This design comes from an exercise in tuning for small area on the open sky130 flow, not from production work.
No functional check of the RTL was part of any run shown here.
Power and IR drop assume default switching activity.

File: flow/area.abc
strash
&get -n
&deepsyn -T 60
&put
dch -f
amap
topo
File: flow/run.sh
#!/bin/bash
# Own layout flow: the standard flow, except that synthesis maps the logic
# with an area-oriented ABC script (flow/area.abc) instead of ORFS's speed script.
# Registers, their names and cell types are those of the standard synthesis.
# Ports are buffered with the smallest buffer cell.
set -euo pipefail
W=$PWD
# ORFS's synth.tcl with only its ABC call changed to run flow/area.abc
sed 's#^\(\s*\)log_cmd abc {\*}\$abc_args#\1log_cmd abc -script '"$W"'/flow/area.abc {*}[lrange $abc_args 2 end]#' \
  "$FLOW_HOME/scripts/synth.tcl" > "$W/synth_area.tcl"
grep -q 'flow/area.abc' "$W/synth_area.tcl"
sed "s#\$::env(SCRIPTS_DIR)/synth.tcl#$W/synth_area.tcl#" synth_recipe.tcl > "$W/synth_top.tcl"
grep -q 'synth_area.tcl' "$W/synth_top.tcl"
sed "s#SYNTH_SCRIPT=[^ ]*#SYNTH_SCRIPT=$W/synth_top.tcl#" standard.sh > "$W/synth_only.sh"
grep -q 'synth_top.tcl' "$W/synth_only.sh"
bash "$W/synth_only.sh" synth > "$W/synth.log" 2>&1
# port buffers: the smallest buffer cell
export BUFFER_PORTS_ARGS="-buffer_cell sky130_fd_sc_hd__buf_1"
bash standard.sh finish > "$W/layout.log" 2>&1
File: design.v
module ROM_DIGIT(input wire [3:0] nib, input wire [3:0] row, output reg [7:0] data);
always @* begin
  case ({nib, row})
    8'h01: data = 8'b00111100;
    8'h02: data = 8'b01000010;
    8'h03: data = 8'b01000010;
    8'h04: data = 8'b01000010;
    8'h05: data = 8'b01000010;
    8'h06: data = 8'b01000010;
    8'h07: data = 8'b01000010;
    8'h08: data = 8'b01000010;
    8'h09: data = 8'b01000010;
    8'h0a: data = 8'b01000010;
    8'h0b: data = 8'b01000010;
    8'h0c: data = 8'b01000010;
    8'h0d: data = 8'b00111100;
    8'h11: data = 8'b00010000;
    8'h12: data = 8'b00010000;
    8'h13: data = 8'b00010000;
    8'h14: data = 8'b00010000;
    8'h15: data = 8'b00010000;
    8'h16: data = 8'b00010000;
    8'h18: data = 8'b00010000;
    8'h19: data = 8'b00010000;
    8'h1a: data = 8'b00010000;
    8'h1b: data = 8'b00010000;
    8'h1c: data = 8'b00010000;
    8'h1d: data = 8'b00010000;
    8'h21: data = 8'b01111100;
    8'h22: data = 8'b00000010;
    8'h23: data = 8'b00000010;
    8'h24: data = 8'b00000010;
    8'h25: data = 8'b00000010;
    8'h26: data = 8'b00000010;
    8'h27: data = 8'b00111100;
    8'h28: data = 8'b01000000;
    8'h29: data = 8'b01000000;
    8'h2a: data = 8'b01000000;
    8'h2b: data = 8'b01000000;
    8'h2c: data = 8'b01000000;
    8'h2d: data = 8'b00111110;
    8'h31: data = 8'b01111100;
    8'h32: data = 8'b00000010;
    8'h33: data = 8'b00000010;
    8'h34: data = 8'b00000010;
    8'h35: data = 8'b00000010;
    8'h36: data = 8'b00000010;
    8'h37: data = 8'b01111100;
    8'h38: data = 8'b00000010;
    8'h39: data = 8'b00000010;
    8'h3a: data = 8'b00000010;
    8'h3b: data = 8'b00000010;
    8'h3c: data = 8'b00000010;
    8'h3d: data = 8'b01111100;
    8'h41: data = 8'b01000010;
    8'h42: data = 8'b01000010;
    8'h43: data = 8'b01000010;
    8'h44: data = 8'b01000010;
    8'h45: data = 8'b01000010;
    8'h46: data = 8'b01000010;
    8'h47: data = 8'b00111100;
    8'h48: data = 8'b00000010;
    8'h49: data = 8'b00000010;
    8'h4a: data = 8'b00000010;
    8'h4b: data = 8'b00000010;
    8'h4c: data = 8'b00000010;
    8'h4d: data = 8'b00000010;
    8'h51: data = 8'b00111110;
    8'h52: data = 8'b01000000;
    8'h53: data = 8'b01000000;
    8'h54: data = 8'b01000000;
    8'h55: data = 8'b01000000;
    8'h56: data = 8'b01000000;
    8'h57: data = 8'b00111100;
    8'h58: data = 8'b00000010;
    8'h59: data = 8'b00000010;
    8'h5a: data = 8'b00000010;
    8'h5b: data = 8'b00000010;
    8'h5c: data = 8'b00000010;
    8'h5d: data = 8'b01111100;
    8'h61: data = 8'b00111110;
    8'h62: data = 8'b01000000;
    8'h63: data = 8'b01000000;
    8'h64: data = 8'b01000000;
    8'h65: data = 8'b01000000;
    8'h66: data = 8'b01000000;
    8'h67: data = 8'b00111100;
    8'h68: data = 8'b01000010;
    8'h69: data = 8'b01000010;
    8'h6a: data = 8'b01000010;
    8'h6b: data = 8'b01000010;
    8'h6c: data = 8'b01000010;
    8'h6d: data = 8'b00111100;
    8'h71: data = 8'b01111100;
    8'h72: data = 8'b00000010;
    8'h73: data = 8'b00000010;
    8'h74: data = 8'b00000010;
    8'h75: data = 8'b00000010;
    8'h76: data = 8'b00000010;
    8'h77: data = 8'b00000010;
    8'h78: data = 8'b00000010;
    8'h79: data = 8'b00000010;
    8'h7a: data = 8'b00000010;
    8'h7b: data = 8'b00000010;
    8'h7c: data = 8'b00000010;
    8'h7d: data = 8'b00000010;
    8'h81: data = 8'b00111100;
    8'h82: data = 8'b01000010;
    8'h83: data = 8'b01000010;
    8'h84: data = 8'b01000010;
    8'h85: data = 8'b01000010;
    8'h86: data = 8'b01000010;
    8'h87: data = 8'b00111100;
    8'h88: data = 8'b01000010;
    8'h89: data = 8'b01000010;
    8'h8a: data = 8'b01000010;
    8'h8b: data = 8'b01000010;
    8'h8c: data = 8'b01000010;
    8'h8d: data = 8'b00111100;
    8'h91: data = 8'b00111100;
    8'h92: data = 8'b01000010;
    8'h93: data = 8'b01000010;
    8'h94: data = 8'b01000010;
    8'h95: data = 8'b01000010;
    8'h96: data = 8'b01000010;
    8'h97: data = 8'b00111100;
    8'h98: data = 8'b00000010;
    8'h99: data = 8'b00000010;
    8'h9a: data = 8'b00000010;
    8'h9b: data = 8'b00000010;
    8'h9c: data = 8'b00000010;
    8'h9d: data = 8'b00000010;
    default: data = 8'b00000000;
  endcase
end
endmodule
module ROM_GLYPH(input wire [3:0] code, input wire [3:0] row, output reg [7:0] data);
always @* begin
  case ({code, row})
    8'h01: data = 8'b00111110;
    8'h02: data = 8'b01000000;
    8'h03: data = 8'b01000000;
    8'h04: data = 8'b01000000;
    8'h05: data = 8'b01000000;
    8'h06: data = 8'b01000000;
    8'h07: data = 8'b00111110;
    8'h08: data = 8'b01000000;
    8'h09: data = 8'b01000000;
    8'h0a: data = 8'b01000000;
    8'h0b: data = 8'b01000000;
    8'h0c: data = 8'b01000000;
    8'h0d: data = 8'b01000000;
    8'h11: data = 8'b00111110;
    8'h12: data = 8'b01000000;
    8'h13: data = 8'b01000000;
    8'h14: data = 8'b01000000;
    8'h15: data = 8'b01000000;
    8'h16: data = 8'b01000000;
    8'h17: data = 8'b00111110;
    8'h18: data = 8'b01000000;
    8'h19: data = 8'b01000000;
    8'h1a: data = 8'b01000000;
    8'h1b: data = 8'b01000000;
    8'h1c: data = 8'b01000000;
    8'h1d: data = 8'b00111110;
    8'h21: data = 8'b00111110;
    8'h22: data = 8'b01000000;
    8'h23: data = 8'b01000000;
    8'h24: data = 8'b01000000;
    8'h25: data = 8'b01000000;
    8'h26: data = 8'b01000000;
    8'h27: data = 8'b01000000;
    8'h28: data = 8'b01000000;
    8'h29: data = 8'b01000000;
    8'h2a: data = 8'b01000000;
    8'h2b: data = 8'b01000000;
    8'h2c: data = 8'b01000000;
    8'h2d: data = 8'b00111110;
    8'h31: data = 8'b01000010;
    8'h32: data = 8'b01000010;
    8'h33: data = 8'b01000010;
    8'h34: data = 8'b01000010;
    8'h35: data = 8'b01000010;
    8'h36: data = 8'b01000010;
    8'h37: data = 8'b00111100;
    8'h38: data = 8'b01000010;
    8'h39: data = 8'b01000010;
    8'h3a: data = 8'b01000010;
    8'h3b: data = 8'b01000010;
    8'h3c: data = 8'b01000010;
    8'h3d: data = 8'b01000010;
    8'h41: data = 8'b00111100;
    8'h42: data = 8'b01000010;
    8'h43: data = 8'b01000010;
    8'h44: data = 8'b01000010;
    8'h45: data = 8'b01000010;
    8'h46: data = 8'b01000010;
    8'h47: data = 8'b01111110;
    8'h48: data = 8'b01000010;
    8'h49: data = 8'b01000010;
    8'h4a: data = 8'b01000010;
    8'h4b: data = 8'b01000010;
    8'h4c: data = 8'b01000010;
    8'h4d: data = 8'b01000010;
    8'h51: data = 8'b01111110;
    8'h52: data = 8'b00010000;
    8'h53: data = 8'b00010000;
    8'h54: data = 8'b00010000;
    8'h55: data = 8'b00010000;
    8'h56: data = 8'b00010000;
    8'h57: data = 8'b00010000;
    8'h58: data = 8'b00010000;
    8'h59: data = 8'b00010000;
    8'h5a: data = 8'b00010000;
    8'h5b: data = 8'b00010000;
    8'h5c: data = 8'b00010000;
    8'h5d: data = 8'b00010000;
    8'h61: data = 8'b01111110;
    8'h62: data = 8'b00010000;
    8'h63: data = 8'b00010000;
    8'h64: data = 8'b00010000;
    8'h65: data = 8'b00010000;
    8'h66: data = 8'b00010000;
    8'h67: data = 8'b00010000;
    8'h68: data = 8'b00010000;
    8'h69: data = 8'b00010000;
    8'h6a: data = 8'b00010000;
    8'h6b: data = 8'b00010000;
    8'h6c: data = 8'b00010000;
    8'h6d: data = 8'b01111110;
    8'h71: data = 8'b00111100;
    8'h72: data = 8'b01000010;
    8'h73: data = 8'b01000010;
    8'h74: data = 8'b01000010;
    8'h75: data = 8'b01000010;
    8'h76: data = 8'b01000010;
    8'h77: data = 8'b00111100;
    8'h78: data = 8'b01001100;
    8'h79: data = 8'b01000110;
    8'h7a: data = 8'b01000010;
    8'h7b: data = 8'b01000010;
    8'h7c: data = 8'b01000010;
    8'h7d: data = 8'b01000010;
    8'h81: data = 8'b01111110;
    8'h82: data = 8'b01000010;
    8'h83: data = 8'b01000010;
    8'h84: data = 8'b01000010;
    8'h85: data = 8'b01000010;
    8'h86: data = 8'b01000010;
    8'h87: data = 8'b01000010;
    8'h88: data = 8'b01000010;
    8'h89: data = 8'b01000010;
    8'h8a: data = 8'b01000010;
    8'h8b: data = 8'b01000010;
    8'h8c: data = 8'b01000010;
    8'h8d: data = 8'b01111110;
    8'h91: data = 8'b01000010;
    8'h92: data = 8'b01100110;
    8'h93: data = 8'b01011010;
    8'h94: data = 8'b01011010;
    8'h95: data = 8'b01000010;
    8'h96: data = 8'b01000010;
    8'h97: data = 8'b01000010;
    8'h98: data = 8'b01000010;
    8'h99: data = 8'b01000010;
    8'h9a: data = 8'b01000010;
    8'h9b: data = 8'b01000010;
    8'h9c: data = 8'b01000010;
    8'h9d: data = 8'b01000010;
    8'ha5: data = 8'b00110000;
    8'hab: data = 8'b00110000;
    8'hb0: data = 8'b00000100;
    8'hb1: data = 8'b00000100;
    8'hb2: data = 8'b00001100;
    8'hb3: data = 8'b00001000;
    8'hb4: data = 8'b00001000;
    8'hb5: data = 8'b00011000;
    8'hb6: data = 8'b00010000;
    8'hb7: data = 8'b00010000;
    8'hb8: data = 8'b00110000;
    8'hb9: data = 8'b00100000;
    8'hba: data = 8'b00100000;
    8'hbb: data = 8'b01100000;
    8'hbc: data = 8'b01100000;
    8'hbd: data = 8'b01000000;
    8'hbe: data = 8'b01000000;
    8'hbf: data = 8'b01000000;
    8'hc5: data = 8'b10010010;
    8'hc6: data = 8'b10010010;
    8'hc7: data = 8'b10010010;
    8'hc9: data = 8'b10010010;
    8'hd4: data = 8'b00111000;
    8'hd5: data = 8'b01111100;
    8'hd6: data = 8'b11111110;
    8'hd7: data = 8'b11111110;
    8'hd8: data = 8'b11111110;
    8'hd9: data = 8'b01111100;
    8'hda: data = 8'b00111000;
    default: data = 8'b00000000;
  endcase
end
endmodule
module SQUARE(
	input [9:0] pix_y, pix_x,
	output reg [2:0] code
);
function ge10;    
	input [9:0] v;
	input [9:0] k;
	integer i;
	reg gt, eq;
	begin
		gt = 1'b0; eq = 1'b1;
		for (i = 9; i >= 0; i = i - 1) begin
			gt = gt | (eq & v[i] & ~k[i]);
			eq = eq & ~(v[i] ^ k[i]);
		end
		ge10 = gt | eq;
	end
endfunction
function inr;
	input [9:0] v;
	input [9:0] lo, hi;
	inr = ge10(v, lo) & ge10(hi, v);
endfunction
function frame;
	input [9:0] x, y;
	input [9:0] x0, x1, y0, y1;    
	input [9:0] x2, x3, y2, y3;    
	frame = inr(x, x0, x1) && inr(y, y0, y1) && !(inr(x, x2, x3) && inr(y, y2, y3));
endfunction
wire [9:0] x = pix_x, y = pix_y;
wire big = frame(x, y, 169, 534,  40, 150, 174, 529,  45, 145) |
           frame(x, y, 140, 568, 175, 275, 145, 563, 180, 270) |
           frame(x, y, 169, 534, 298, 410, 174, 529, 303, 405);
wire mid = frame(x, y, 179, 268,  54, 137, 183, 264,  58, 133) |
           frame(x, y, 307, 396,  54, 137, 311, 392,  58, 133) |
           frame(x, y, 435, 523,  54, 137, 439, 520,  58, 133) |
           frame(x, y, 150, 235, 182, 265, 154, 231, 186, 261) |
           frame(x, y, 307, 392, 182, 265, 311, 388, 186, 261) |
           frame(x, y, 469, 555, 182, 265, 473, 551, 186, 261) |
           frame(x, y, 179, 268, 310, 393, 183, 264, 314, 389) |
           frame(x, y, 307, 396, 310, 393, 311, 392, 314, 389) |
           frame(x, y, 435, 523, 310, 393, 439, 520, 314, 389);
wire outer = frame(x, y, 28, 550,  30, 157, 31, 547,  33, 154) |
             frame(x, y, 28, 580, 165, 285, 31, 577, 168, 282) |
             frame(x, y, 28, 547, 290, 420, 31, 544, 293, 417);
always @*
	if (big)        code = 3'b101;
	else if (mid)   code = 3'b001;
	else if (outer) code = 3'b011;
	else            code = 3'b000;
endmodule
`timescale 1ns / 1ps
module VGATOP(
	input wire clk,reset,
	input activar_alarma,
	output wire hsync, vsync,
	output wire [11:0] rgb,
	input [7:0] hour_in1,
	input programar_on,
	input [3:0] direccion_actual_pantalla
);
function ge10;    
	input [9:0] v;
	input [9:0] k;
	integer i;
	reg gt, eq;
	begin
		gt = 1'b0; eq = 1'b1;
		for (i = 9; i >= 0; i = i - 1) begin
			gt = gt | (eq & v[i] & ~k[i]);
			eq = eq & ~(v[i] ^ k[i]);
		end
		ge10 = gt | eq;
	end
endfunction
function inr;
	input [9:0] v;
	input [9:0] lo, hi;
	inr = ge10(v, lo) & ge10(hi, v);
endfunction
reg [1:0] m;
reg [9:0] x, y;
wire hend = (x == 10'd799);
wire vend = (y == 10'd521);
reg hs_q, vs_q;
always @(posedge clk)
	if (reset) begin
		m <= 2'd0; x <= 10'd0; y <= 10'd0;
	end else begin
		m <= m + 2'd1;
		if (m == 2'd3) begin
			x <= hend ? 10'd0 : x + 10'd1;
			if (hend) y <= vend ? 10'd0 : y + 10'd1;
		end
	end
always @(posedge clk) begin
	hs_q <= inr(x, 656, 751);
	vs_q <= inr(y, 510, 511);
end
assign hsync = ~hs_q;
assign vsync = ~vs_q;
wire video = ~ge10(x, 640) & ~ge10(y, 480);
wire rowH = inr(y, 64, 127);
wire rowF = inr(y, 192, 255);
wire rowT = inr(y, 320, 383);
wire colHT = inr(x, 192, 255) | inr(x, 320, 383) | inr(x, 448, 511);
wire colF  = inr(x, 160, 223) | inr(x, 320, 383) | inr(x, 480, 543);
wire dig_on = ((rowH | rowT) & colHT) | (rowF & colF);
wire hi = rowF ? (x[5] ^ inr(x, 320, 383)) : ~x[5];
wire [3:0] nib = hi ? hour_in1[7:4] : hour_in1[3:0];
wire [7:0] dig_row;
ROM_DIGIT fdig(.nib(nib), .row(y[5:2]), .data(dig_row));
reg pb;
always @(posedge clk)
	pb <= dig_on & dig_row[~x[4:2]];
wire [1:0] rowc = rowH ? 2'd1 : rowF ? 2'd2 : 2'd3;
wire [1:0] pair = ~ge10(x, 288) ? 2'd0 : ~ge10(x, 416) ? 2'd1 : 2'd2;
wire [3:0] idx = {2'b00, pair} + (rowH ? 4'd0 : rowF ? 4'd3 : 4'd6);
wire red = programar_on & (direccion_actual_pantalla == idx);
reg pprog;
reg [2:0] e;
always @(posedge clk)
	if (reset) begin
		pprog <= 1'b1;
		e <= 3'b100;
	end else begin
		pprog <= programar_on;
		if (programar_on == pprog)
			e <= pb ? {red, rowc} : 3'b000;
	end
wire on_ring = inr(x, 608, 623) & rowT;
wire bola    = inr(x, 576, 607) & rowT;
reg okr, rs, en_r;
wire act = okr & activar_alarma;
always @(posedge clk)
	if (reset) begin
		okr <= 1'b0;
		rs <= 1'b0;
	end else begin
		if (on_ring | bola) okr <= 1'b1;
		if (act) rs <= on_ring ? 1'b0 : bola ? 1'b1 : ~rs;
	end
always @(posedge clk)
	if (m == 2'd0)
		en_r <= act & (rs ? bola : on_ring);
wire [7:0] ring_row;
ROM_GLYPH fring(.code(on_ring ? 4'd12 : 4'd13), .row(y[5:2]), .data(ring_row));
wire ring_bit = on_ring ? ring_row[~x[3:1]] : ring_row[~x[4:2]];
wire yw1 = inr(y, 64, 95);
wire yw2 = inr(y, 192, 223);
wire yw3 = inr(y, 320, 351);
reg [3:0] tcode;
always @* begin
	tcode = 4'd15;
	case (x[9:4])
		6'd3: if (yw2) tcode = 4'd0;                                    
		6'd4: if (yw1) tcode = 4'd3; else if (yw2) tcode = 4'd1; else if (yw3) tcode = 4'd5;  
		6'd5: if (yw1) tcode = 4'd8; else if (yw2) tcode = 4'd2; else if (yw3) tcode = 4'd6;  
		6'd6: if (yw1) tcode = 4'd7; else if (yw2) tcode = 4'd3; else if (yw3) tcode = 4'd9;  
		6'd7: if (yw1 | yw2) tcode = 4'd4; else if (yw3) tcode = 4'd1;    
		6'd8: if (yw3) tcode = 4'd7;                                    
		default: tcode = 4'd15;
	endcase
end
wire [7:0] txt_row;
ROM_GLYPH ftxt(.code(tcode), .row(y[4:1]), .data(txt_row));
wire txt_bit = txt_row[~x[3:1]];
wire rueda = (inr(x, 280, 287) | inr(x, 416, 423)) & (rowH | rowT);
wire barra = (inr(x, 416, 423) | inr(x, 256, 263)) & rowF;
wire [7:0] sym_row;
ROM_GLYPH fsym(.code(barra ? 4'd11 : 4'd10), .row(y[5:2]), .data(sym_row));
wire sym_bit = (rueda | barra) & sym_row[~x[2:0]];
wire [2:0] sq;
SQUARE fr(.pix_x(x), .pix_y(y), .code(sq));
wire dig_last = ~hi & (x[4:0] == 5'b11111);
reg [2:0] dig_c;
always @*
	if (e[1:0] != 2'd0 && e[1:0] == rowc)
		dig_c = e[2] ? 3'b100 : 3'b111;
	else if (e == 3'b100)
		dig_c = 3'b110;
	else
		dig_c = 3'b000;
reg [2:0] s_n;
always @*
	if (dig_on)               s_n = dig_last ? 3'b000 : dig_c;
	else if (tcode != 4'd15)  s_n = txt_bit ? 3'b110 : 3'b000;
	else if (rueda | barra)   s_n = sym_bit ? 3'b111 : 3'b000;
	else if (on_ring | bola)  s_n = (en_r && ring_bit) ? 3'b100 : 3'b000;
	else if (video)           s_n = sq;
	else                      s_n = (hend & (~ge10(y, 479) | vend)) ? 3'b110 : 3'b000;
reg [2:0] nxt, cur;
always @(posedge clk)
	if (reset) begin
		nxt <= 3'd0;
		cur <= 3'd0;
	end else begin
		if (m == 2'd3) nxt <= s_n;
		if (m == 2'd2) cur <= nxt;
	end
wire r_o   = cur[2] & ~cur[0];
wire g_o   = cur[2] & cur[1];
wire g6_o  = cur[1];
wire b30_o = cur[0] | (cur[2] & cur[1]);
wire b21_o = cur[2] & (cur[1] | cur[0]);
assign rgb = {r_o, r_o, r_o, r_o, g_o, g6_o, g_o, g_o, b30_o, b21_o, b21_o, b30_o};
endmodule
File: config.mk
export PLATFORM = sky130hd
export DESIGN_NAME = VGATOP
export DESIGN_NICKNAME = VGATOP
export VERILOG_FILES = /design/flow/design.v
export SDC_FILE = /design/flow/constraint.sdc
export NUM_CORES = 4
export LEC_CHECK = 0
export CAP_MARGIN = 20
export CORE_MARGIN = 2
export CORE_UTILIZATION = 40
export CTS_BUF_LIST = sky130_fd_sc_hd__clkbuf_8
export CTS_CLUSTER_DIAMETER = 200
export CTS_CLUSTER_SIZE = 50
export GPL_TIMING_DRIVEN = 0
export SLEW_MARGIN = 20
File: standard.sh
#!/bin/bash
# synth_recipe.tcl (not shown) runs the flow's synth.tcl, then flattens the netlist and writes it again
# the make line also repeats each setting of config.mk as NAME=value (left out here)
make -C /OpenROAD-flow-scripts/flow DESIGN_CONFIG=/design/flow/config.mk WORK_HOME=/design/flow/orfs CLKGATE_MAP_FILE= SYNTH_SCRIPT=/design/flow/synth_recipe.tcl "${@:-finish}"
File: constraint.sdc
create_clock -name core_clock -period 10.0 [get_ports {clk}]
set_input_delay 2.0000 -clock core_clock [delete_from_list [all_inputs] [get_ports {clk}]]
set_output_delay 2.0000 -clock core_clock [all_outputs]
set_load 0.01 [all_outputs]
==> results by group, run 1 <==
Final layout
  – P&R area growth vs syn: 10.4%
  – # nets final: 664
  – Share of layout cells above drive strength 1: 3.33%
  – Antenna diode count: 0
  – Design Area, Final: 4140 um2

Worst setup path
  – Crit path arrival time: 5.12 ns
  – Crit-path cells: clkinv_1 -> nor3_1 -> o21ai_0 -> a21oi_1 -> clkinv_1 -> o22ai_1 -> clkinv_1 -> nor2_1 -> nor4_1 -> a2111oi_0 -> o21ai_0 -> a31oi_1 -> o21a_1
  – Slowest cell on crit path: nor3_1
  – WP data required: 10.27 ns
  – Crit path launch type: flop
  – Crit path kind: reg2reg
  – CP dominant cell by count: clkinv_1
  – Reg2Reg Depth: 13
  – Critical Path Max Stage Delay: 0.81 ns
  – CP endpoint kind: flop
  – Crit-path max FO: 17

CTS
  – Num Clock Sinks: 38
  – Clk Latency, worst-skew pair: 0.32 ns
  – Root buffer cell: clkbuf_8
  – Post-CTS Setup Bufs: 0
  – # H-tree levels: 2
  – Resized cells post-CTS: 0
  – CTS clk-pin slew, worst paths: 0.11 ns
  – Total CTS buffers: 5
  – # hold bufs at CTS: 0
  – Deepest clock path buffer count: 2
  – TritonCTS clock tree: done

STA
  – Worst Skew: 0.0199 ns
  – Unrepaired setup endpoints after global routing: false
  – Tightest Pin Transition: 0.869 ns
  – Slew Viols, Final: 0
  – Final setup violation count: 0
  – Final critical-path share of the clock period: 48.5%
  – Total Neg Setup Slack: 0 ns
  – F_max: 206 MHz
  – Final worst path period need: 4.85 ns
  – Hold Vio Cnt, Final: 0
  – Max transition margin: 42.0%

Global route
  – Initial antenna violation count: 0
  – Number of global-route vias before repair: 4330
  – Global-route wire length before repair: 23100 um
  – GRT Residual Overflow: 0
  – Largest net degree at the start of global routing: 25
  – GRT Overall Usage: 29.1%

Power and ir drop
  – Logic pwr share: 6.4%
  – Switching part of the total: 24.4%
  – Pint: 0.263 mW
  – Power Density: 83.8 nW/um2
  – LEAKAGE: 1.36 nW
  – Clock power share: 48.5%
  – VDD IR-drop max: 0.0620 mV
  – Sequential share of power: 45.2%
  – Switch Pwr: 0.0848 mW

Hold path
  – Hold Path Depth: 1
  – Tightest Hold Check Type: reg2reg

Detailed routing
  – DRT iter0 DRCs: 479
  – DR vias: 4639
  – Vias/cell: 6.26
  – Post-DRT Antenna Nets: 0
  – WL final: 14500 um
  – Drt first pass iters: 6
  – DRC viols: 0
  – Routed WL per cell: 19.6 um

Floorplanning
  – Initial Util: 41.0%
  – Core Rows: 35
  – Die area: 10200 um2
  – Die Ht: 101 um
  – # IOs: 30
  – Die width: 101 um
  – Core area: 9150 um2

Logic synthesis
  – Syn. warnings: 4
  – Post-Syn Instances: 593
  – Synth top area cells: dfxtp_1 (20%), nor2_1 (14%), clkinv_1 (8.7%)
  – Ys async rst share: 0%
  – Syn Area/Cell: 6.33 um2
  – Post-synth top area share: 19.7%
  – EDFF count, synth: 1
  – Count leader, synth: nor2_1
  – Post-synth top cells: nor2_1 (143), clkinv_1 (87), nand2_1 (52), dfxtp_1 (37), o21ai_0 (36)
  – Yosys cell types: 49
  – Yosys reg bits: 38
  – Syn nets: 628
  – Synth area leader: dfxtp_1
  – Main synth FF type: dfxtp_1
  – Synth Cell Area: 3750 um2
  – Seq/Total Area, Yosys: 20.5%

Placement
  – Gpl congestion: 0.996
  – Port bufs: 29
  – DP HPWL: 11400 um
  – Area after DPL: 4000 um2

Run status
  – Outcome: finished clean

Flow run
  – Max Cap Violations: 0
-- final cells by class --
cell class | count | area (um2)
Sequential cell | 38 | 771
Fill cell | 1002 | 5010
Tap cell | 111 | 139
Inverter | 87 | 327
Clock buffer | 5 | 68.8
Multi-Input combinational cell | 456 | 2570
Clock inverter | 3 | 68.8
Timing Repair Buffer | 29 | 109
Buffer | 12 | 90.1
-- flip-flops by register name, summed over array words and instances (netlist names) --
register / count
vs_q: 1
okr: 1
en_r: 1
pb: 1
m: 2
y: 10
hs_q: 1
cur: 3
e: 3
rs: 1
x: 10
pprog: 1
nxt: 3
-- logic make-up after synthesis --
| group | count (synthesis) | share of synthesized area, % |
|---|---|---|
| AND/OR/NAND/NOR | 258 | 29.0 |
| AO/OA/AOI/OAI | 178 | 32.6 |
| buffers and inverters | 99 | 11.1 |
| flip-flops | 38 | 20.5 |
| adder cells (fa/ha/maj) | 19 | 6.53 |
| XOR/XNOR | 1 | 0.233 |
-- per-stage QoR --
stage / hold WS, ns / cells / worst slack [ns] / utilization, % / total power [mW]
2_1_floorplan: 0.421 / 593 / 6.52 / - / 0.174
3_3_place_gp: 0.430 / 733 / 5.27 / 43.7 / 0.182
3_5_place_dp: 0.440 / 733 / 5.31 / 43.7 / 0.182
4_1_cts: 0.460 / 741 / 5.28 / 45.2 / 0.348
5_1_grt: 0.488 / 741 / 4.64 / 45.3 / 0.358
6_report: 0.457 / 741 / 5.15 / 45.3 / 0.347
-- power groups by stage --
stage / clock network, mW / registers, mW / logic (mW)
4_1_cts: 0.169 / 0.157 / 0.0220
6_report: 0.168 / 0.157 / 0.0221
3_5_place_dp: 0 / 0.160 / 0.0219
3_3_place_gp: 0 / 0.160 / 0.0218
2_1_floorplan: 0 / 0.160 / 0.0139
5_1_grt: 0.175 / 0.157 / 0.0252
-- placed cells by master (no fill, tap or decap), types with 8 or more instances in the layout --
cell and count:
clkinv_1 87, a31oi_1 14, nand3_1 10, o21ai_0 36, o21a_1 8, buf_1 29, buf_4 12, nor4_1 8
ha_1 18, nand2_1 52, a21oi_1 28, nor2_1 143, dfxtp_1 37, o22ai_1 13, a211oi_1 17, nor3_1 22
-- critical path: cells and delay by family (launching register included) --
family | cells | cell delay [ns]
compound gates | 7 | 2.06
buf+inv | 3 | 1.04
flops | 1 | 0.54
simple gates | 3 | 1.16
-- per-layer routing --
layer	vias to the layer above	GRT usage, %	routed length [um]
met1	2155	40.6	6440
met2	244	46.2	6580
li1	2199	-	-
met5	-	0	0
met3	41	3.74	1090
met4	0	9.59	423
-- final timing paths --
kind / start / end / slack [ns]
setup / recovery: y[7]$_SDFFE_PP0P_ / pb$_DFF_P_ / 5.15
hold / removal: m[0]$_SDFF_PP0_ / m[0]$_SDFF_PP0_ / 0.46
setup reg to reg: y[7]$_SDFFE_PP0P_ / pb$_DFF_P_ / 5.15
hold reg to reg: m[0]$_SDFF_PP0_ / m[0]$_SDFF_PP0_ / 0.46
==> run 2: changes to the inputs <==
--- a/flow/run.sh
+++ b/flow/run.sh
@@ -16,4 +16,5 @@
 bash "$W/synth_only.sh" synth > "$W/synth.log" 2>&1
 # port buffers: the smallest buffer cell
 export BUFFER_PORTS_ARGS="-buffer_cell sky130_fd_sc_hd__buf_1"
+export CTS_ARGS="-repair_clock_nets -buf_list sky130_fd_sc_hd__clkbuf_16 -root_buf sky130_fd_sc_hd__clkbuf_16 -dont_use_dummy_load"
 bash standard.sh finish > "$W/layout.log" 2>&1
==> run 2 against run 1 <==
Against the previous run:
- still clean on timing, DRC and antenna
- synthesized area unchanged
- clock skew decreased by 0.013 ns
- design area decreased by 0.30%
- first-iteration DRC count up 9.4%
- utilization is 0.14 points lower
==> results by group, run 2 <==
Power and ir drop
  – VDD IR-drop max: 0.0575 mV (-7.4%)
  – Power Density: 80.2 nW/um2 (-4.4%)
  – Power, Total: 0.331 mW (-4.6%)
  – LEAKAGE: 1.35 nW (-0.50%)

Worst setup path
  – WP data required: 10.23 ns (-0.04 ns)
  – CP dominant cell by count: clkinv_1
  – Reg2Reg Depth: 13 (unchanged)
  – RR Startpoint: y[7]$_SDFFE_PP0P_
  – CP top delay family: compound AO/OA/AOI/OAI gates
  – Critical Path Max Stage Delay: 0.78 ns (-0.03 ns)
  – Crit path arrival time: 5.05 ns (-0.07 ns)
  – Buf/Inv on CP: 3 (unchanged)
  – Crit path kind: reg2reg
  – Reg2reg end: pb$_DFF_P_
  – Slowest cell on crit path: nor3_1
  – Crit-path cells: clkinv_1 -> nor3_1 -> o21ai_0 -> a21oi_1 -> clkinv_1 -> o22ai_1 -> clkinv_1 -> nor2_1 -> nor4_1 -> a2111oi_0 -> o21ai_0 -> a31oi_1 -> o21a_1
  – Crit-path max FO: 17 (unchanged)
  – R2r setup slk: 5.18 ns (+0.03 ns)
  – CP endpoint kind: flop
  – Crit path launch type: flop

STA
  – Final worst slack: 5.18 ns (+0.0261 ns)
  – F_max: 207 MHz (+0.54%)
  – Final hold slack: 0.451 ns (-0.00601 ns)
  – Hold Vio Cnt, Final: 0 (unchanged)
  – Slew Viols, Final: 0 (unchanged)
  – Final setup violation count: 0 (unchanged)
  – Tightest Pin Transition: 0.818 ns (-0.0511 ns)
  – Final worst path period need: 4.82 ns (-0.0261 ns)
  – Total Neg Setup Slack: 0 ns (unchanged)
  – Worst Skew: 0.00730 ns (-0.0126 ns)
  – Unrepaired setup endpoints after global routing: false
  – Max transition margin: 44.1% (+2.1 points)
  – Final critical-path share of the clock period: 48.2% (-0.26 points)

CTS
  – Resized cells post-CTS: 0 (unchanged)
  – Post-CTS Setup Bufs: 0 (unchanged)
  – # H-tree levels: 2 (unchanged)
  – Num Clock Sinks: 38 (unchanged)
  – Total CTS buffers: 5 (unchanged)
  – TritonCTS clock tree: done
  – # hold bufs at CTS: 0 (unchanged)
  – CTS clk-pin slew, worst paths: 0.06 ns (-0.05 ns)
  – Deepest clock path buffer count: 2 (unchanged)
  – Clk Latency, worst-skew pair: 0.28 ns (-0.04 ns)
  – Root buffer cell: clkbuf_16

Floorplanning
  – Die width: 101 um (unchanged)
  – Initial Util: 41.0% (unchanged)
  – Die Ht: 101 um (unchanged)
  – Die area: 10200 um2 (unchanged)
  – # IOs: 30 (unchanged)
  – Core area: 9150 um2 (unchanged)
  – Core Rows: 35 (unchanged)

Global route
  – Initial antenna violation count: 0 (unchanged)
  – Largest net degree at the start of global routing: 25 (unchanged)
  – GRT Overall Usage: 29.0% (-0.058 points)
  – Global-route wire length before repair: 23100 um (-0.12%)
  – Number of global-route vias before repair: 4328 (-0.046%)
  – GRT Residual Overflow: 0 (unchanged)

Final layout
  – P&R area growth vs syn: 10.1%
  – Top Registers: x x10, y x10
  – Design Area, Final: 4130 um2 (-0.30%)
  – Antenna diode count: 0 (unchanged)
  – # nets final: 664 (unchanged)
  – # fillers: 997 (-0.50%)
  – Commonest non-fill, non-tap cell in the layout: nor2_1
  – Most frequent cells in the layout: nor2_1 (143), clkinv_1 (87), nand2_1 (52), dfxtp_1 (37), o21ai_0 (36)
  – Share of layout cells above drive strength 1: 2.87% (-0.46 points)

Logic synthesis
  – Main combinational cell family by area after synthesis: compound AO/OA/AOI/OAI gates
  – Post-synthesis xor/xnor area fraction: 0.233% (unchanged)
  – Syn Area/Cell: 6.33 um2 (unchanged)
  – Post-synth top cells: nor2_1 (143), clkinv_1 (87), nand2_1 (52), dfxtp_1 (37), o21ai_0 (36)
  – EDFF count, synth: 1 (unchanged)
  – Post-synthesis adder-cell area fraction: 6.53% (unchanged)
  – Yosys reg bits: 38 (unchanged)
  – Synth Area in Compound Gates: 32.6% (unchanged)
  – Synth area leader: dfxtp_1
  – Syn nets: 628 (unchanged)
  – Seq/Total Area, Yosys: 20.5% (unchanged)
  – Ys async rst share: 0% (unchanged)
  – Yosys cell types: 49 (unchanged)
  – Synth Cell Area: 3750 um2 (unchanged)
  – Post-Syn Instances: 593 (unchanged)
  – Count leader, synth: nor2_1
  – Simple-gate share of the synthesized area: 29.0% (unchanged)
  – Synth top area cells: dfxtp_1 (20%), nor2_1 (14%), clkinv_1 (8.7%)
  – Syn. warnings: 4 (unchanged)
  – Post-synth top area share: 19.7% (unchanged)
  – Main synth FF type: dfxtp_1
  – Mux contribution to synthesized area: 0% (unchanged)

Flow run
  – Max Cap Violations: 0 (unchanged)

Placement
  – Post-place setup slack: 5.31 ns (unchanged)
  – DP HPWL: 11400 um (unchanged)
  – Gpl congestion: 0.996 (unchanged)
  – Port bufs: 29 (unchanged)
  – Area after DPL: 4000 um2 (unchanged)

Detailed routing
  – Routed WL per cell: 19.8 um (+0.75%)
  – DR vias: 4666 (+0.58%)
  – WL final: 14600 um (+0.34%)
  – Post-DRT Antenna Nets: 0 (unchanged)
  – DRC viols: 0 (unchanged)
  – Drt first pass iters: 9 (+3)
  – DRT iter0 DRCs: 524 (+9.4%)
  – Vias/cell: 6.32 (+0.99%)

Hold path
  – Hold Path End: m[0]$_SDFF_PP0_
  – Hold Path Depth: 1 (unchanged)
  – Hold Crit Start: m[0]$_SDFF_PP0_
  – Tightest Hold Check Type: reg2reg

Run status
  – Outcome: finished clean
==> run 2: cell counts after synthesis <==
No cell type changed its count.
==> run 2: metal layers <==
metal	global-route usage (%)	part of all wire (%)	vias up
li1	-	-	2198
met1	40.6	44	2142
met2	46.2	45	272
met4	9.27	3.3	0
met3	3.74	8.0	54
met5	0	0	-
==> run 2: worst reg2reg max path: stages (launching register included) <==
cell       delay, ns
dfxtp_1         0.53
clkinv_1        0.52
nor3_1          0.79
o21ai_0         0.32
a21oi_1         0.46
clkinv_1        0.26
o22ai_1         0.45
clkinv_1        0.27
nor2_1          0.25
nor4_1          0.10
a2111oi_0       0.33
o21ai_0         0.15
a31oi_1         0.20
o21a_1          0.14
==> run 2: cells by family after synthesis <==
family                   Yosys count
buffers and inverters             99
flip-flops                        38
AO/OA/AOI/OAI                    178
AND/OR/NAND/NOR                  258
adder cells (fa/ha/maj)           19
XOR/XNOR                           1
==> run 2: worst max-delay path by stage <==
stage / startpoint / end / slack (ns) / cells past startpoint
finish: y[7]$_SDFFE_PP0P_ / pb$_DFF_P_ / 5.18 / 13
global route: y[7]$_SDFFE_PP0P_ / pb$_DFF_P_ / 4.64 / 13
global placement: y[7]$_SDFFE_PP0P_ / pb$_DFF_P_ / 5.27 / 13
CTS: y[7]$_SDFFE_PP0P_ / pb$_DFF_P_ / 5.28 / 13
detailed placement: y[7]$_SDFFE_PP0P_ / pb$_DFF_P_ / 5.31 / 13
floorplan: hour_in1[5] / pb$_DFF_P_ / 6.52 / 8
==> run 2: power by group <==
group | switching [mW] | internal, mW | total (mW)
sequential | 0.00226 | 0.155 | 0.157
combinational | 0.0144 | 0.00771 | 0.0221
clock | 0.0636 | 0.0884 | 0.152
total | 0.0803 | 0.251 | 0.331
==> run 2: through the flow <==
stage | util, % | std cells
2_1_floorplan | - | 593
3_3_place_gp | 43.7 | 733
3_5_place_dp | 43.7 | 733
4_1_cts | 45.1 | 738
5_1_grt | 45.1 | 738
6_report | 45.1 | 738
==> run 2: final cells by class <==
type / count / area, um2 / share of cell area (%)
clock buffer: 5 / 125 / 3.03
buffer: 12 / 90.1 / 2.18
tap: 111 / 139 / 3.36
multi-input combinational: 456 / 2570 / 62.2
sequential: 38 / 771 / 18.7
inverter: 87 / 327 / 7.90
timing repair buffer: 29 / 109 / 2.63
==> run 3: changes to the inputs <==
--- a/flow/run.sh
+++ b/flow/run.sh
@@ -16,5 +16,5 @@
 bash "$W/synth_only.sh" synth > "$W/synth.log" 2>&1
 # port buffers: the smallest buffer cell
 export BUFFER_PORTS_ARGS="-buffer_cell sky130_fd_sc_hd__buf_1"
-export CTS_ARGS="-repair_clock_nets -buf_list sky130_fd_sc_hd__clkbuf_16 -root_buf sky130_fd_sc_hd__clkbuf_16 -dont_use_dummy_load"
+export CTS_ARGS="-sink_clustering_enable -repair_clock_nets -sink_clustering_size 50 -sink_clustering_max_diameter 500 -buf_list sky130_fd_sc_hd__clkbuf_8 -root_buf sky130_fd_sc_hd__clkbuf_8 -dont_use_dummy_load"
 bash standard.sh finish > "$W/layout.log" 2>&1
==> run 3 against run 2 <==
Against the previous run:
- first-iteration DRC count is 4.6% lower
- via count is 0.54% lower
- non-clock buffer count stayed put
- clock power is 32% lower
- sequential power hardly changed
- critical endpoint unchanged
- largest cell class unchanged
- largest power group unchanged
==> results by group, run 3 <==
Placement
  – Port bufs: 29 (unchanged)
  – Gpl congestion: 0.996 (unchanged)
  – DP HPWL: 11400 um (unchanged)

CTS
  – Root buffer cell: clkbuf_8
  – Total CTS buffers: 5 (unchanged)
  – Deepest clock path buffer count: 2 (unchanged)
  – Resized cells post-CTS: 0 (unchanged)
  – Num Clock Sinks: 38 (unchanged)
  – Post-CTS Setup Bufs: 0 (unchanged)
  – # hold bufs at CTS: 0 (unchanged)
  – TritonCTS clock tree: done
  – Clk Latency, worst-skew pair: 0.30 ns (+0.02 ns)
  – # H-tree levels: 2 (unchanged)
  – CTS clk-pin slew, worst paths: 0.09 ns (+0.03 ns)

Logic synthesis
  – Post-synth top cells: nor2_1 (143), clkinv_1 (87), nand2_1 (52), dfxtp_1 (37), o21ai_0 (36)
  – Synth Cell Area: 3750 um2 (unchanged)
  – Yosys cell types: 49 (unchanged)
  – Post-synthesis adder-cell area fraction: 6.53% (unchanged)
  – Synth area leader: dfxtp_1
  – Seq/Total Area, Yosys: 20.5% (unchanged)
  – Main synth FF type: dfxtp_1
  – Ys async rst share: 0% (unchanged)
  – Main combinational cell family by area after synthesis: compound AO/OA/AOI/OAI gates
  – Post-Syn Instances: 593 (unchanged)
  – Syn. warnings: 4 (unchanged)
  – Yosys reg bits: 38 (unchanged)
  – Synth Area in Compound Gates: 32.6% (unchanged)
  – Post-synthesis xor/xnor area fraction: 0.233% (unchanged)
  – Post-synth top area share: 19.7% (unchanged)
  – Count leader, synth: nor2_1
  – Syn Area/Cell: 6.33 um2 (unchanged)
  – Simple-gate share of the synthesized area: 29.0% (unchanged)
  – EDFF count, synth: 1 (unchanged)
  – Mux contribution to synthesized area: 0% (unchanged)
  – Synth top area cells: dfxtp_1 (20%), nor2_1 (14%), clkinv_1 (8.7%)
  – Syn nets: 628 (unchanged)

STA
  – Slew Viols, Final: 0 (unchanged)
  – Unrepaired setup endpoints after global routing: false
  – Hold Vio Cnt, Final: 0 (unchanged)
  – Tightest Pin Transition: 0.848 ns (+0.0298 ns)
  – Final setup violation count: 0 (unchanged)
  – Worst Skew: 0.0151 ns (+0.00781 ns)
  – F_max: 206 MHz (-0.65%)
  – Max transition margin: 43.4% (-0.65 points)
  – Final worst path period need: 4.85 ns (+0.0313 ns)
  – Final critical-path share of the clock period: 48.5% (+0.31 points)
  – Total Neg Setup Slack: 0 ns (unchanged)

Floorplanning
  – Die Ht: 101 um (unchanged)
  – Die width: 101 um (unchanged)
  – Initial Util: 41.0% (unchanged)
  – Core area: 9150 um2 (unchanged)
  – Die area: 10200 um2 (unchanged)
  – Core Rows: 35 (unchanged)
  – # IOs: 30 (unchanged)

Worst setup path
  – Reg2reg end: pb$_DFF_P_
  – Crit-path cells: clkinv_1 -> nor3_1 -> o21ai_0 -> a21oi_1 -> clkinv_1 -> o22ai_1 -> clkinv_1 -> nor2_1 -> nor4_1 -> a2111oi_0 -> o21ai_0 -> a31oi_1 -> o21a_1
  – CP endpoint kind: flop
  – Crit path kind: reg2reg
  – Reg2Reg Depth: 13 (unchanged)
  – Crit path arrival time: 5.10 ns (+0.05 ns)
  – R2r setup slk: 5.15 ns (-0.03 ns)
  – Buf/Inv on CP: 3 (unchanged)
  – CP top delay family: compound AO/OA/AOI/OAI gates
  – Slowest cell on crit path: nor3_1
  – RR Startpoint: y[7]$_SDFFE_PP0P_
  – CP dominant cell by count: clkinv_1
  – Crit-path max FO: 17 (unchanged)
  – Crit path launch type: flop
  – Critical Path Max Stage Delay: 0.81 ns (+0.03 ns)
  – WP data required: 10.25 ns (+0.02 ns)

Hold path
  – Tightest Hold Check Type: reg2reg
  – Hold Path End: m[0]$_SDFF_PP0_
  – Hold Crit Start: m[0]$_SDFF_PP0_
  – Hold Path Depth: 1 (unchanged)

Detailed routing
  – Top routing layer in use: met4
  – Routed WL per cell: 19.7 um (-0.51%)
  – Detail Route met3 WL: 1130 um (-3.2%)
  – DRT iter0 DRCs: 500 (-4.6%)
  – Met2 WL: 6590 um (+1.6%)
  – DRC viols: 0 (unchanged)
  – Drt first pass iters: 5 (-4)
  – Post-DRT Antenna Nets: 0 (unchanged)
  – WL final: 14500 um (-0.51%)
  – DR vias: 4641 (-0.54%)
  – Vias/cell: 6.29 (-0.54%)
  – Metal-1 WL: 6380 um (-0.89%)

Global route
  – Largest net degree at the start of global routing: 25 (unchanged)
  – Number of global-route vias before repair: 4329 (+0.023%)
  – GRT Residual Overflow: 0 (unchanged)
  – Global-route wire length before repair: 23100 um (unchanged)
  – Initial antenna violation count: 0 (unchanged)
  – GRT Overall Usage: 29.0% (about the same)

Power and ir drop
  – Power, Total: 0.283 mW (-15%)
  – VDD IR-drop max: 0.0356 mV (-38%)
  – LEAKAGE: 1.32 nW (-1.9%)
  – Power Density: 69.5 nW/um2 (-13%)

Final layout
  – Share of layout cells above drive strength 1: 2.87% (unchanged)
  – Most frequent cells in the layout: nor2_1 (143), clkinv_1 (87), nand2_1 (52), dfxtp_1 (37), o21ai_0 (36)
  – P&R area growth vs syn: 8.57%
  – Antenna diode count: 0 (unchanged)
  – Commonest non-fill, non-tap cell in the layout: nor2_1
  – Top Registers: x x10, y x10
  – # nets final: 664 (unchanged)

Run status
  – Outcome: finished clean

Flow run
  – Max Cap Violations: 0 (unchanged)
## run 3: cell types whose count changed in the layout (fill, tap and decap cells not counted)
cell | before | now
clkbuf_16 | 5 | 0
clkbuf_8 | 0 | 5
## run 3: logic make-up (layout without fill, tap and decap cells)
logic type | count (synthesis) | in the layout
compound gates | 178 | 178
flops | 38 | 38
simple gates | 258 | 258
xor+xnor | 1 | 1
buf+inv | 99 | 133
fa+ha+maj | 19 | 19
## run 3: metal layers
metal / GRT usage (%) / vias to the layer above
li1: - / 2201
met1: 40.5 / 2147
met2: 46.2 / 253
met3: 3.74 / 40
met4: 9.59 / 0
met5: 0 / -
## run 3: cell type report
type	count	area, um2
clock buffers	5	68.8
multi-input cells	456	2570
flip-flops and latches	38	771
well taps	111	139
fillers	1005	5080
plain buffers	12	90.1
inverters	87	327
repair buffers	29	109
## run 3: how the worst max path moves through the flow
stage / start / end / slack (ns) / cells past startpoint
6_report: y[7]$_SDFFE_PP0P_ / pb$_DFF_P_ / 5.15 / 13
3_3_place_gp: y[7]$_SDFFE_PP0P_ / pb$_DFF_P_ / 5.27 / 13
4_1_cts: y[7]$_SDFFE_PP0P_ / pb$_DFF_P_ / 5.28 / 13
3_5_place_dp: y[7]$_SDFFE_PP0P_ / pb$_DFF_P_ / 5.31 / 13
2_1_floorplan: hour_in1[5] / pb$_DFF_P_ / 6.52 / 8
5_1_grt: y[7]$_SDFFE_PP0P_ / pb$_DFF_P_ / 4.64 / 13
## run 3: where the power goes
group          switching (mW)  total [mW]  internal [mW]
Sequential            0.00223       0.157          0.155
Clock                  0.0590       0.104         0.0452
Combinational          0.0144      0.0221        0.00771
Total                  0.0756       0.283          0.208
## run 3: worst reg2reg max path: stages (launching register included)
cell	delay [ns]
dfxtp_1	0.54
clkinv_1	0.51
nor3_1	0.82
o21ai_0	0.33
a21oi_1	0.46
clkinv_1	0.26
o22ai_1	0.45
clkinv_1	0.27
nor2_1	0.25
nor4_1	0.10
a2111oi_0	0.33
o21ai_0	0.15
a31oi_1	0.20
o21a_1	0.14
## run 3: per-stage QoR
stage / setup slack, ns / utilization, % / hold slack (ns) / instance area, um2 / std cells
after floorplan: 6.52 / - / 0.421 / 3750 / 593
final: 5.15 / 44.5 / 0.459 / 4080 / 738
after global routing: 4.64 / 44.5 / 0.488 / 4080 / 738
after detailed placement: 5.31 / 43.7 / 0.440 / 4000 / 733
after global placement: 5.27 / 43.7 / 0.430 / 4000 / 733
after CTS: 5.28 / 44.5 / 0.460 / 4070 / 738
==> run 4: changes to the inputs <==
--- a/flow/run.sh
+++ b/flow/run.sh
@@ -16,5 +16,5 @@
 bash "$W/synth_only.sh" synth > "$W/synth.log" 2>&1
 # port buffers: the smallest buffer cell
 export BUFFER_PORTS_ARGS="-buffer_cell sky130_fd_sc_hd__buf_1"
-export CTS_ARGS="-sink_clustering_enable -repair_clock_nets -sink_clustering_size 50 -sink_clustering_max_diameter 500 -buf_list sky130_fd_sc_hd__clkbuf_8 -root_buf sky130_fd_sc_hd__clkbuf_8 -dont_use_dummy_load"
+export CTS_ARGS="-sink_clustering_enable -repair_clock_nets -sink_clustering_size 50 -sink_clustering_max_diameter 500 -buf_list sky130_fd_sc_hd__clkbuf_16 -root_buf sky130_fd_sc_hd__clkbuf_16 -dont_use_dummy_load -sink_buffer_max_cap_derate 1.0"
 bash standard.sh finish > "$W/layout.log" 2>&1
==> run 4 against run 3 <==
Against the previous run:
- critical path type unchanged
- critical path depth is the same
- worst setup slack improved by 0.031 ns
- clock-buffer cell count unchanged
- critical endpoint unchanged
- non-clock buffer count unchanged
- via count rose by 0.54%
- highest routed layer unchanged
- synthesized cell count is the same
- routed wire length up 0.51%
- clock skew decreased by 0.0078 ns
- register-to-register slack better by 0.03 ns
==> results by group, run 4 <==
Worst setup path
  – WP data required: 10.23 ns (-0.02 ns)
  – Critical Path Max Stage Delay: 0.78 ns (-0.03 ns)
  – R2r setup slk: 5.18 ns (+0.03 ns)
  – Crit path kind: reg2reg
  – Crit-path max FO: 17 (unchanged)
  – Slowest cell on crit path: nor3_1
  – Crit-path cells: clkinv_1 -> nor3_1 -> o21ai_0 -> a21oi_1 -> clkinv_1 -> o22ai_1 -> clkinv_1 -> nor2_1 -> nor4_1 -> a2111oi_0 -> o21ai_0 -> a31oi_1 -> o21a_1
  – Crit path launch type: flop
  – Crit path arrival time: 5.05 ns (-0.05 ns)
  – CP dominant cell by count: clkinv_1
  – Reg2Reg Depth: 13 (unchanged)
  – CP endpoint kind: flop

CTS
  – # H-tree levels: 2 (unchanged)
  – TritonCTS clock tree: done
  – Clk Latency, worst-skew pair: 0.28 ns (-0.02 ns)
  – Post-CTS Setup Bufs: 0 (unchanged)
  – Root buffer cell: clkbuf_16
  – CTS clk-pin slew, worst paths: 0.06 ns (-0.03 ns)
  – Deepest clock path buffer count: 2 (unchanged)
  – Resized cells post-CTS: 0 (unchanged)
  – Num Clock Sinks: 38 (unchanged)
  – # hold bufs at CTS: 0 (unchanged)
  – Total CTS buffers: 5 (unchanged)

STA
  – Unrepaired setup endpoints after global routing: false
  – Tightest Pin Transition: 0.818 ns (-0.0298 ns)
  – Final critical-path share of the clock period: 48.2% (-0.31 points)
  – Hold Vio Cnt, Final: 0 (unchanged)
  – Max transition margin: 44.1% (+0.65 points)
  – Final hold slack: 0.451 ns (-0.00773 ns)
  – Total Neg Setup Slack: 0 ns (unchanged)
  – Final worst path period need: 4.82 ns (-0.0313 ns)
  – Slew Viols, Final: 0 (unchanged)
  – F_max: 207 MHz (+0.65%)
  – Final setup violation count: 0 (unchanged)
  – Worst Skew: 0.00730 ns (-0.00781 ns)

Power and ir drop
  – LEAKAGE: 1.35 nW (+1.9%)
  – Power Density: 80.2 nW/um2 (+15%)
  – VDD IR-drop max: 0.0575 mV (+62%)

Final layout
  – Share of layout cells above drive strength 1: 2.87% (unchanged)
  – Footprint of the multi-input gates: 2570 um2 (unchanged)
  – Top Registers: x x10, y x10
  – # fillers: 997 (-0.80%)
  – Antenna diode count: 0 (unchanged)
  – P&R area growth vs syn: 10.1%
  – Most frequent cells in the layout: nor2_1 (143), clkinv_1 (87), nand2_1 (52), dfxtp_1 (37), o21ai_0 (36)
  – Commonest non-fill, non-tap cell in the layout: nor2_1
  – # nets final: 664 (unchanged)
  – FF+latch area: 771 um2 (unchanged)
  – Final cell count without fillers: 738 (unchanged)

Global route
  – GRT Residual Overflow: 0 (unchanged)
  – GRT Overall Usage: 29.0% (about the same)
  – Largest net degree at the start of global routing: 25 (unchanged)
  – Global-route wire length before repair: 23100 um (unchanged)
  – Number of global-route vias before repair: 4328 (-0.023%)
  – Initial antenna violation count: 0 (unchanged)

Logic synthesis
  – Synth top area cells: dfxtp_1 (20%), nor2_1 (14%), clkinv_1 (8.7%)
  – Syn Area/Cell: 6.33 um2 (unchanged)
  – Count leader, synth: nor2_1
  – Post-synth top area share: 19.7% (unchanged)
  – Ys async rst share: 0% (unchanged)
  – Syn nets: 628 (unchanged)
  – Main synth FF type: dfxtp_1
  – Synth area leader: dfxtp_1
  – Post-synth top cells: nor2_1 (143), clkinv_1 (87), nand2_1 (52), dfxtp_1 (37), o21ai_0 (36)
  – Yosys cell types: 49 (unchanged)
  – Syn. warnings: 4 (unchanged)
  – Seq/Total Area, Yosys: 20.5% (unchanged)
  – Synth Cell Area: 3750 um2 (unchanged)
  – EDFF count, synth: 1 (unchanged)
  – Post-Syn Instances: 593 (unchanged)
  – Yosys reg bits: 38 (unchanged)

Floorplanning
  – Die width: 101 um (unchanged)
  – Initial Util: 41.0% (unchanged)
  – Core area: 9150 um2 (unchanged)
  – Die Ht: 101 um (unchanged)
  – Core Rows: 35 (unchanged)
  – Die area: 10200 um2 (unchanged)
  – # IOs: 30 (unchanged)

Placement
  – Gpl congestion: 0.996 (unchanged)
  – Port bufs: 29 (unchanged)
  – Placed insts: 733 (unchanged)
  – DP HPWL: 11400 um (unchanged)

Run status
  – Outcome: finished clean

Detailed routing
  – Post-DRT Antenna Nets: 0 (unchanged)
  – DRT iter0 DRCs: 524 (+4.8%)
  – Vias/cell: 6.32 (+0.54%)
  – Drt first pass iters: 9 (+4)
  – WL final: 14600 um (+0.51%)
  – Routed WL per cell: 19.8 um (+0.51%)
  – DR vias: 4666 (+0.54%)
  – DRC viols: 0 (unchanged)

Hold path
  – Tightest Hold Check Type: reg2reg
  – Hold Path Depth: 1 (unchanged)

Flow run
  – Max Cap Violations: 0 (unchanged)
[run 4: cell counts after synthesis]
No cell type changed its count.
[run 4: metal layers]
metal / wire [um] / vias to the layer above / GRT usage, %
met1: 6430 / 2142 / 40.6
met4: 478 / 0 / 9.27
li1: - / 2198 / -
met2: 6490 / 272 / 46.2
met5: 0 / - / 0
met3: 1170 / 54 / 3.74
[run 4: power by group]
part	switching (mW)	internal (mW)
sequential	0.00226	0.155
clock	0.0636	0.0884
combinational	0.0144	0.00771
[run 4: logic make-up (layout without fill, tap and decap cells)]
kind of cell	Yosys count	in the layout	synth area share, %
simple gates	258	258	29.0
fa+ha+maj	19	19	6.53
flops	38	38	20.5
buf+inv	99	133	11.1
compound gates	178	178	32.6
xor+xnor	1	1	0.233
[run 4: worst paths after layout]
| check | from | end |
|---|---|---|
| max | y[7]$_SDFFE_PP0P_ | pb$_DFF_P_ |
| min | m[0]$_SDFF_PP0_ | m[0]$_SDFF_PP0_ |
| max reg2reg | y[7]$_SDFFE_PP0P_ | pb$_DFF_P_ |
| min reg2reg | m[0]$_SDFF_PP0_ | m[0]$_SDFF_PP0_ |
[run 4: final cells by class]
cell class,count,share of cell area [%]
Sequential cell,38,18.7
Buffer,12,2.18
Multi-Input combinational cell,456,62.2
Timing Repair Buffer,29,2.63
Clock buffer,5,3.03
Inverter,87,7.90
Tap cell,111,3.36
[run 4: critical path, delay by kind of cell, from the launching register on]
kind / cells / cell delay, ns
flip-flops: 1 / 0.53
buffers and inverters: 3 / 1.04
AO/OA/AOI/OAI: 7 / 2.05
AND/OR/NAND/NOR: 3 / 1.13
[run 4: stage by stage]
stage                     instance area, um2  worst slack (ns)  total power [mW]  util (%)
after floorplan                         3750              6.52             0.174         -
after global placement                  4000              5.27             0.182      43.7
after detailed placement                4000              5.31             0.182      43.7
after CTS                               4130              5.28             0.332      45.1
after global routing                    4130              4.64             0.342      45.1
final                                   4130              5.18             0.331      45.1
==> run 5: changes to the inputs <==
--- a/flow/run.sh
+++ b/flow/run.sh
@@ -16,5 +16,5 @@
 bash "$W/synth_only.sh" synth > "$W/synth.log" 2>&1
 # port buffers: the smallest buffer cell
 export BUFFER_PORTS_ARGS="-buffer_cell sky130_fd_sc_hd__buf_1"
-export CTS_ARGS="-sink_clustering_enable -repair_clock_nets -sink_clustering_size 50 -sink_clustering_max_diameter 500 -buf_list sky130_fd_sc_hd__clkbuf_16 -root_buf sky130_fd_sc_hd__clkbuf_16 -dont_use_dummy_load -sink_buffer_max_cap_derate 1.0"
+export CTS_ARGS="-sink_clustering_enable -repair_clock_nets -sink_clustering_size 50 -sink_clustering_max_diameter 500 -buf_list sky130_fd_sc_hd__clkbuf_8 -root_buf sky130_fd_sc_hd__clkbuf_8 -dont_use_dummy_load -sink_buffer_max_cap_derate 1.0"
 bash standard.sh finish > "$W/layout.log" 2>&1
==> run 5 against run 4 <==
Against the previous run:
- clock power shrank 32%
- design area shrank 1.4%
- combinational power is essentially flat
- synthesized area is the same
- worst setup slack lost 0.031 ns
- global-route usage is essentially flat
- worst hold slack gained 0.0077 ns
- sequential share of layout area grew 0.26 points
- critical path depth is the same
- non-clock buffer count is the same
==> results by group, run 5 <==
Global route
  – GR Layer Usage met2: 46.2% (unchanged)
  – Global route hottest layer: met2
  – Number of global-route vias before repair: 4329 (+0.023%)
  – Met1 Resource Use GR: 40.5% (-0.084 points)
  – Initial antenna violation count: 0 (unchanged)
  – Global-route wire length before repair: 23100 um (unchanged)
  – GRT Residual Overflow: 0 (unchanged)
  – Grt met3 use: 3.74% (unchanged)
  – Largest net degree at the start of global routing: 25 (unchanged)
  – GRT Overall Usage: 29.0% (about the same)

CTS
  – Root buffer cell: clkbuf_8
  – # hold bufs at CTS: 0 (unchanged)
  – # H-tree levels: 2 (unchanged)
  – TritonCTS clock tree: done
  – Post-CTS Setup Bufs: 0 (unchanged)
  – Clk Latency, worst-skew pair: 0.30 ns (+0.02 ns)
  – Deepest clock path buffer count: 2 (unchanged)
  – Resized cells post-CTS: 0 (unchanged)
  – CTS clk-pin slew, worst paths: 0.09 ns (+0.03 ns)
  – Total CTS buffers: 5 (unchanged)
  – Num Clock Sinks: 38 (unchanged)

Placement
  – Post-place setup slack: 5.31 ns (unchanged)
  – Area after DPL: 4000 um2 (unchanged)
  – Gpl congestion: 0.996 (unchanged)
  – Port bufs: 29 (unchanged)
  – DP HPWL: 11400 um (unchanged)

Logic synthesis
  – Seq/Total Area, Yosys: 20.5% (unchanged)
  – Yosys cell types: 49 (unchanged)
  – Synth top area cells: dfxtp_1 (20%), nor2_1 (14%), clkinv_1 (8.7%)
  – Post-synthesis adder-cell area fraction: 6.53% (unchanged)
  – Mux contribution to synthesized area: 0% (unchanged)
  – Synth Cell Area: 3750 um2 (unchanged)
  – Main combinational cell family by area after synthesis: compound AO/OA/AOI/OAI gates
  – Main synth FF type: dfxtp_1
  – Post-synth top area share: 19.7% (unchanged)
  – Yosys reg bits: 38 (unchanged)
  – Syn. warnings: 4 (unchanged)
  – Syn nets: 628 (unchanged)
  – Post-synthesis xor/xnor area fraction: 0.233% (unchanged)
  – Count leader, synth: nor2_1
  – Synth Area in Compound Gates: 32.6% (unchanged)
  – Simple-gate share of the synthesized area: 29.0% (unchanged)
  – Ys async rst share: 0% (unchanged)
  – Post-synth top cells: nor2_1 (143), clkinv_1 (87), nand2_1 (52), dfxtp_1 (37), o21ai_0 (36)
  – Syn Area/Cell: 6.33 um2 (unchanged)
  – Synth area leader: dfxtp_1
  – EDFF count, synth: 1 (unchanged)
  – Post-Syn Instances: 593 (unchanged)

Detailed routing
  – WL final: 14500 um (-0.51%)
  – DRT iter0 DRCs: 500 (-4.6%)
  – Drt first pass iters: 5 (-4)
  – Vias/cell: 6.29 (-0.54%)
  – Routed WL per cell: 19.7 um (-0.51%)
  – DRC viols: 0 (unchanged)
  – DR vias: 4641 (-0.54%)
  – Post-DRT Antenna Nets: 0 (unchanged)

Floorplanning
  – Initial Util: 41.0% (unchanged)
  – Core area: 9150 um2 (unchanged)
  – Die Ht: 101 um (unchanged)
  – Die area: 10200 um2 (unchanged)
  – Core Rows: 35 (unchanged)
  – Die width: 101 um (unchanged)
  – # IOs: 30 (unchanged)

Final layout
  – # nets final: 664 (unchanged)
  – P&R area growth vs syn: 8.57%
  – Most frequent cells in the layout: nor2_1 (143), clkinv_1 (87), nand2_1 (52), dfxtp_1 (37), o21ai_0 (36)
  – # fillers: 1005 (+0.80%)
  – Design Area, Final: 4080 um2 (-1.4%)
  – Antenna diode count: 0 (unchanged)
  – Share of layout cells above drive strength 1: 2.87% (unchanged)
  – Top Registers: x x10, y x10
  – Commonest non-fill, non-tap cell in the layout: nor2_1

Worst setup path
  – RR Startpoint: y[7]$_SDFFE_PP0P_
  – R2r setup slk: 5.15 ns (-0.03 ns)
  – Reg2Reg Depth: 13 (unchanged)
  – Crit path arrival time: 5.10 ns (+0.05 ns)
  – Crit-path max FO: 17 (unchanged)
  – Reg2reg end: pb$_DFF_P_
  – Crit path launch type: flop
  – Crit path kind: reg2reg
  – WP data required: 10.25 ns (+0.02 ns)
  – CP endpoint kind: flop

STA
  – Tightest Pin Transition: 0.848 ns (+0.0298 ns)
  – Max transition margin: 43.4% (-0.65 points)
  – Slew Viols, Final: 0 (unchanged)
  – Total Neg Setup Slack: 0 ns (unchanged)
  – Final worst path period need: 4.85 ns (+0.0313 ns)
  – Worst Skew: 0.0151 ns (+0.00781 ns)
  – Final setup violation count: 0 (unchanged)
  – F_max: 206 MHz (-0.65%)
  – Final worst slack: 5.15 ns (-0.0313 ns)
  – Unrepaired setup endpoints after global routing: false
  – Hold Vio Cnt, Final: 0 (unchanged)
  – Final critical-path share of the clock period: 48.5% (+0.31 points)

Hold path
  – Hold Path End: m[0]$_SDFF_PP0_
  – Tightest Hold Check Type: reg2reg
  – Hold Path Depth: 1 (unchanged)
  – Hold Crit Start: m[0]$_SDFF_PP0_

Power and ir drop
  – Power Density: 69.5 nW/um2 (-13%)
  – Power, Total: 0.283 mW (-15%)
  – VDD IR-drop max: 0.0356 mV (-38%)
  – LEAKAGE: 1.32 nW (-1.9%)

Run status
  – Outcome: finished clean

Flow run
  – Max Cap Violations: 0 (unchanged)
## run 5: critical path, cell delays in order (launching register included)
cell       delay, ns
dfxtp_1         0.54
clkinv_1        0.51
nor3_1          0.81
o21ai_0         0.32
a21oi_1         0.46
clkinv_1        0.26
o22ai_1         0.45
clkinv_1        0.27
nor2_1          0.25
nor4_1          0.10
a2111oi_0       0.33
o21ai_0         0.15
a31oi_1         0.20
o21a_1          0.14
## run 5: worst max path at each step
stage                                  from    endpoint  slack, ns
after floorplan                 hour_in1[5]  pb$_DFF_P_       6.52
after global placement    y[7]$_SDFFE_PP0P_  pb$_DFF_P_       5.27
after detailed placement  y[7]$_SDFFE_PP0P_  pb$_DFF_P_       5.31
after CTS                 y[7]$_SDFFE_PP0P_  pb$_DFF_P_       5.28
after global routing      y[7]$_SDFFE_PP0P_  pb$_DFF_P_       4.64
final                     y[7]$_SDFFE_PP0P_  pb$_DFF_P_       5.15
## run 5: per-stage QoR
step                      hold WS, ns  util, %  std cells
final                           0.459     44.5        738
after global routing            0.488     44.5        738
after CTS                       0.460     44.5        738
after detailed placement        0.440     43.7        733
after global placement          0.430     43.7        733
after floorplan                 0.421        -        593
## run 5: kinds of logic after synthesis
group	Yosys count
XOR/XNOR	1
AND/OR/NAND/NOR	258
AO/OA/AOI/OAI	178
adder cells (fa/ha/maj)	19
flip-flops	38
buffers and inverters	99
## run 5: layout make-up
class                           instances  area (um2)  area share [%]
Multi-Input combinational cell        456        2570            63.1
Clock buffer                            5        68.8            1.69
Inverter                               87         327            8.01
Tap cell                              111         139            3.41
Sequential cell                        38         771            18.9
Buffer                                 12        90.1            2.21
Timing Repair Buffer                   29         109            2.67
## run 5: power by group
group | switching (mW) | internal (mW)
Sequential | 0.00223 | 0.155
Clock | 0.0590 | 0.0452
Combinational | 0.0144 | 0.00771
## run 5: layer usage
layer	wire length, um	share of wire, %
met5	0	0
met4	397	2.7
met3	1130	7.8
met2	6590	45
met1	6380	44

port drivers added, routing unchanged:
The flow's constraints put no driver on any port. The routed layouts listed below were extracted and timed again, unchanged, in two steps. Step 1, drivers: a clkbuf_16 drives clk and a buf_2 each remaining input, both assumed. Step 2 times the ports against the registers' clock, not the clock port: input delays grow and output delays shrink by t, the midpoint of the rising clock arrivals with the driver on. Slacks: ideal / step 1 / step 2; pairs: ideal / step 1.
| run | shift t [ns] | setup WS [ns] | hold slack, ns | slew at the worst register clock pin (ns) | worst slew at a driven data input, ns |
|---|---|---|---|---|---|
| run 1 | 0.335 | 5.153 / 5.153 / 5.153 | 0.457 / 0.457 / 0.457 | 0.11 / 0.11 | 0.03 |
| run 2 | 0.317 | 5.179 / 5.179 / 5.179 | 0.451 / 0.451 / 0.451 | 0.06 / 0.06 | 0.03 |
| run 3 | 0.327 | 5.147 / 5.147 / 5.147 | 0.459 / 0.459 / 0.459 | 0.09 / 0.09 | 0.03 |
| run 4 | 0.317 | 5.179 / 5.179 / 5.179 | 0.451 / 0.451 / 0.451 | 0.06 / 0.06 | 0.03 |
| run 5 | 0.327 | 5.147 / 5.147 / 5.147 | 0.459 / 0.459 / 0.459 | 0.09 / 0.09 | 0.03 |
After both steps every run listed still meets setup and hold.
